Source: an optimization exercise on an open RTL-to-GDS flow (aim: small area). Production flows keep margins and buffers that such runs may drop. The RTL was checked by simulation tests, not by an equivalence proof against the original design. Power and IR drop assume default switching activity.

==> flow/design.v <==
`timescale 1ns / 1ps
module bin2bcd (
    input [23:0] bin,
    output reg [23:0] bcd,
    output reg neg
);
  reg [23:0] foo;
  always @(bin) begin
    if (bin[23]) begin
      foo = 'd16777216 - bin;
      neg = 1;
    end else begin
      foo = bin;
      neg = 0;
    end
    bcd[3:0]   = foo % 'd10;
    bcd[7:4]   = foo / 'd10 % 'd10;
    bcd[11:8]  = foo / 'd100 % 'd10;
    bcd[15:12] = foo / 'd1000 % 'd10;
    bcd[19:16] = foo / 'd10000 % 'd10;
    bcd[23:20] = foo / 'd100000 % 'd10;
  end
endmodule
`timescale 1ns / 1ps
module calc (
    input         clk,
    input         rst,       
    input  [15:0] buttons,   
    output [23:0] bcd,       
    output        neg        
);
  reg [23:0] inputnumber;
  reg [23:0] resultnumber;
  reg [23:0] bin;
  bin2bcd trans (
      .bin(bin),
      .bcd(bcd),
      .neg(neg)
  );
  reg  [15:0] b0;
  reg  [15:0] b1;
  wire [15:0] br;
  assign br = b0 & ~b1;
  always @(posedge clk) begin
    if (rst) begin
      b0 <= 0;
      b1 <= 0;
      inputnumber = 0;
      resultnumber = 0;
      bin = 0;
    end else begin
    b0 <= buttons;
    b1 <= b0;
    if (br)
      if (br[3]) begin   
        if (inputnumber < 'd100000) inputnumber = inputnumber * 10;
        bin = inputnumber;
      end else if (br[7]) begin   
        if (inputnumber < 'd100000) inputnumber = inputnumber * 10 + 1;
        bin = inputnumber;
      end else if (br[6]) begin   
        if (inputnumber < 'd100000) inputnumber = inputnumber * 10 + 2;
        bin = inputnumber;
      end else if (br[5]) begin   
        if (inputnumber < 'd100000) inputnumber = inputnumber * 10 + 3;
        bin = inputnumber;
      end else if (br[11]) begin   
        if (inputnumber < 'd100000) inputnumber = inputnumber * 10 + 4;
        bin = inputnumber;
      end else if (br[10]) begin   
        if (inputnumber < 'd100000) inputnumber = inputnumber * 10 + 5;
        bin = inputnumber;
      end else if (br[9]) begin   
        if (inputnumber < 'd100000) inputnumber = inputnumber * 10 + 6;
        bin = inputnumber;
      end else if (br[15]) begin   
        if (inputnumber < 'd100000) inputnumber = inputnumber * 10 + 7;
        bin = inputnumber;
      end else if (br[14]) begin   
        if (inputnumber < 'd100000) inputnumber = inputnumber * 10 + 8;
        bin = inputnumber;
      end else if (br[13]) begin   
        if (inputnumber < 'd100000) inputnumber = inputnumber * 10 + 9;
        bin = inputnumber;
      end else if (br[2]) begin   
        inputnumber = inputnumber / 10;
        bin = inputnumber;
      end else if (br[1]) begin   
        resultnumber = 0;
        bin = resultnumber;
        inputnumber = 0;
      end else if (br[0]) begin   
        resultnumber = resultnumber + inputnumber;
        bin = resultnumber;
        inputnumber = 0;
      end else if (br[4]) begin   
        resultnumber = resultnumber - inputnumber;
        bin = resultnumber;
        inputnumber = 0;
      end else if (br[8]) begin   
        resultnumber = resultnumber * inputnumber;
        bin = resultnumber;
        inputnumber = 0;
      end else if (br[12]) begin   
        if (inputnumber == 0) resultnumber = 0;
        else if (resultnumber[23] == 0) resultnumber = resultnumber / inputnumber;
        else resultnumber = 'h1000000 - ('h1000000 - resultnumber) / inputnumber;
        bin = resultnumber;
        inputnumber = 0;
      end
    end
  end
endmodule
==> flow/run.sh <==
#!/bin/bash
# synth_recipe.tcl (not shown) runs the flow's synth.tcl, then flattens the netlist and writes it again
# the make line also repeats each setting of config.mk as NAME=value (left out here)
make -C /OpenROAD-flow-scripts/flow DESIGN_CONFIG=/design/flow/config.mk WORK_HOME=/design/flow/orfs CLKGATE_MAP_FILE= SYNTH_SCRIPT=/design/flow/synth_recipe.tcl finish
==> flow/config.mk <==
export PLATFORM = sky130hd
export DESIGN_NAME = calc
export DESIGN_NICKNAME = calc
export VERILOG_FILES = /design/flow/design.v
export SDC_FILE = /design/flow/constraint.sdc
export NUM_CORES = 4
export LEC_CHECK = 0
export CAP_MARGIN = 20
export CORE_MARGIN = 2
export CORE_UTILIZATION = 40
export SLEW_MARGIN = 20
==> flow/constraint.sdc <==
create_clock -name core_clock -period 150.0 [get_ports {clk}]
set_input_delay 30.0000 -clock core_clock [delete_from_list [all_inputs] [get_ports {clk}]]
set_output_delay 30.0000 -clock core_clock [all_outputs]
set_load 0.01 [all_outputs]
==> impl_results.md <==
- Status: complete, no violations
- Final HPWL from detailed placement: 199000 um
- Seq pwr share: 0%
- Netlist Area Pre-Place: 0.0689 mm^2
- Slowest CP cell: o21ai_1
- Total grt overflow: 0
- CTS Root Buffer Type: clkbuf_16
- Yosys cell types: 128
- Fin area: approximately 0.073 mm^2
- Critical path required time: 150.30 ns
- Count leader, synth: nand2_1
- Sequential fraction of the synthesis area: 3.02%
- Placed Area: 0.0722 mm^2
- Post-cts repair resize count: 0
- Power Combinational: approximately 0.27 W
- # nets final: 10816
- Synth cell count leaders: nand2_1 (987), ha_1 (982), nor2_1 (911)
- Seq pwr: 0.0000425 W
- Fin Setup TNS: 0 ns
- Top_reg_cell synth: dfxtp_1
- Pwr dens: 3700 mW/mm^2
- DRC: 0
- Die area: 0.176 mm^2
- Layout area overhead: 5.34%
- Layout cells sized above 1: 7.87%
- CTS tree: done
- Tightest Pin Transition: 1.09 ns
- Global placement routability congestion: 0.984
- Post-CTS Hold Buffers: 0
- Total number of vias: 75269
- Hold Crit Class: reg2reg
- Clk sinks: 104
- Synth area leaders: ha_1 (18%), o21a_1 (7.0%), fa_1 (6.3%)
- Wire length per cell: 21.6 um
- Buf/Inv on CP: 20
- Die Wd: about 420 um
- Register area: roughly 0.0021 mm^2
- CP Max Fanout: 43
- Via/cell ratio: 6.32
- Int Pwr: around 0.12 W
- Crit path max-delay family: compound AO/OA/AOI/OAI gates
- Crit. End Element: flop
- CTS max path bufs: 2
- Htree depth: 3
- Crit-path max cell delay: approximately 0.81 ns
- Worst Hold Launch: resultnumber[8]$_SDFFE_PP0P_
- Post-synth ARST share: 0%
- Worst Path Arrival: 127.55 ns
- FF+latch count, synth: ~100
- GR Util All Layers: between 20% and 30%
- First-pass DRT Iterations: 6
- Maximum VDD drop: between 5000 and 6000 uV
- Reg2reg setup slack: 22.74 ns
- RSZ-0062 raised after global routing: false
- Total of max-cap violations: 0
- Clk. pwr: 0.0000267 W
- Fmax: 7.86 MHz
- Fin crit period: 127.26 ns
- Sw Pwr: about 0.15 W
- Global-route wire length before repair: 400000 um
- Leak: 29.3 nW
- Crit share post-route: 84.8%
- Setup-failing EPs final: 0
- CTS clk-pin slew, worst paths: 0.09 ns
- Rows: 152
- Post-Synthesis Mean Instance Area: roughly 7.0 um^2
- R2r endpoint: bin[18]$_SDFFE_PP0N_
- Buffers added on ports: 42
- Die height: 419 um
- CP startpoint: inputnumber[22]$_SDFFE_PP0N_
- Critical path depth in cells: 599
- Number of fill cells: 17669
- Gate power share: 100.0%
- DRT iter0 DRCs: 6878
- Post-CTS Setup Bufs: 0
- Worst R2R Path Depth: 599
- Total CTS buffers: 9
- Post-synth EDFFs: 0
- Initial Util: roughly 40%
- Initial antenna violation count: 8
- Crit path capture: bin[18]$_SDFFE_PP0N_
- Rel. slew slack: 26.6%
- Io pins: 43
- Sw Share: 55.7%
- Final ANT Viol Nets: 0
- Clk_skew: 0.0165 ns
- Clk pwr share: 0%
- Final hold vios: 0
- Synth area leader: ha_1
- Routed wire length: between 200000 and 300000 um
- Hold path endpoint: resultnumber[8]$_SDFFE_PP0P_
- Crit path launch type: flop
- Synth top area share: 17.8%
- Launch point of the worst reg-to-reg path: inputnumber[22]$_SDFFE_PP0N_
- Yosys warnings: 2
- Top cell by count, worst path: o21a_1
- Mapped Cells: about 9800
- Biggest consumer: combinational logic
- Crit Path Class: reg2reg
- Slew Limit Fails: 0
- CORE AREA: 0.171 mm^2
- Area occupied by multi-input gates: 0.0637 mm^2
- Hold Path Cell Cnt: 2
- Number of global-route vias before repair: 70485
- Pin count of the biggest net entering global routing: 74
- Clock latency (worst-skew pair): about 0.4 ns
## cell type report
type	instances	share of cell area, %
multi-input combinational	8803	87.8
tap	2310	3.98
sequential	104	2.88
timing repair buffer	248	2.70
inverter	434	2.25
clock buffer	10	0.329
clock inverter	6	0.0931
antenna	2	0.00690
## through the flow
| step | util (%) | hold WS (ns) | setup WS, ns | instances | power (W) |
|---|---|---|---|---|---|
| floorplan | - | 0.416 | 25.62 | 9821 | 0.283 |
| global placement | 42.2 | 0.449 | 27.16 | 11898 | 0.265 |
| detailed placement | 42.2 | 0.457 | 24.19 | 11898 | 0.268 |
| CTS | 42.3 | 0.467 | 23.76 | 11914 | 0.268 |
| global route | 42.3 | 0.485 | 12.88 | 11917 | 0.280 |
| finish | 42.3 | 0.464 | 22.74 | 11917 | 0.269 |
## cell families (layout without fill, tap and decap cells)
group | count (synthesis) | after routing | share of synthesized area [%]
AOI/OAI and AO/OA | 3092 | 3092 | 31.0
xor gates and xnor gates | 416 | 416 | 5.31
adders and majority gates | 1230 | 1230 | 24.6
buffers and inverters | 914 | 698 | 5.10
DFF | 104 | 104 | 3.02
muxes | 345 | 345 | 5.48
other | 1 | 8 | 0.00544
and+or+nand+nor | 3714 | 3714 | 25.5
## cell usage in the layout (no fill, tap or decap), drive strengths merged, types with 57 or more instances in the layout
cell type	Yosys	routed
nand2	987	987
ha	982	982
nor2	912	912
nor3	791	791
o21a	640	640
a21oi	574	574
o21ai	533	533
inv	422	427
o31ai	363	363
xnor2	296	296
mux2	251	251
fa	216	216
buf	71	206
nand3	168	168
and2	167	167
xor2	120	120
nand2b	112	112
a211oi	108	108
or2	105	105
dfxtp	104	104
a21o	100	100
nor2b	100	100
nand4	96	96
mux2i	94	94
o211ai	89	89
a31oi	88	88
or3	64	64
nor4	60	60
o21bai	58	58
o22ai	57	57
## registers in the layout (all words and copies together), names as in the netlist
signal / cells
b1: 16
b0: 16
bin: 24
resultnumber: 24
inputnumber: 24
## per-layer routing
metal	part of all wire, %	up-vias	global-route usage [%]	wire, um
met1	44	35970	37.1	112000
met5	0.013	-	0	33
met2	45	2701	46.8	115000
met3	6.7	542	2.93	17300
li1	-	36052	-	-
met4	4.9	4	12.1	12700

[port drivers added, routing unchanged]
No port has a modelled driver above. Below, the same layout with a new extraction and two added sets of constraints. Step 1 (the two cells are an assumption about what drives the block):
set clk [get_ports {clk}]
set_driving_cell -lib_cell sky130_fd_sc_hd__clkbuf_16 $clk
set_driving_cell -lib_cell sky130_fd_sc_hd__buf_2 [delete_from_list [all_inputs] $clk]
Step 2 adds t to the input delays and takes it off the output delays; t is the mean of the earliest and latest rising clock arrival at the registers after step 1. Input paths then give back, and output paths get back, about the clock's delay inside the block. Slacks: no drivers / after step 1 / after step 2; pairs: no drivers / after step 1.
shift t [ns]: 0.468
slack for setup (ns): 22.745 / 22.745 / 22.745
worst hold slack (ns): 0.464 / 0.464 / 0.464
worst slew at a driven data input, ns: 0.06
After both steps this run still meets setup and hold. The setup slack of this run moves by 0.000 ns with the drivers and by 0.000 ns with both steps.
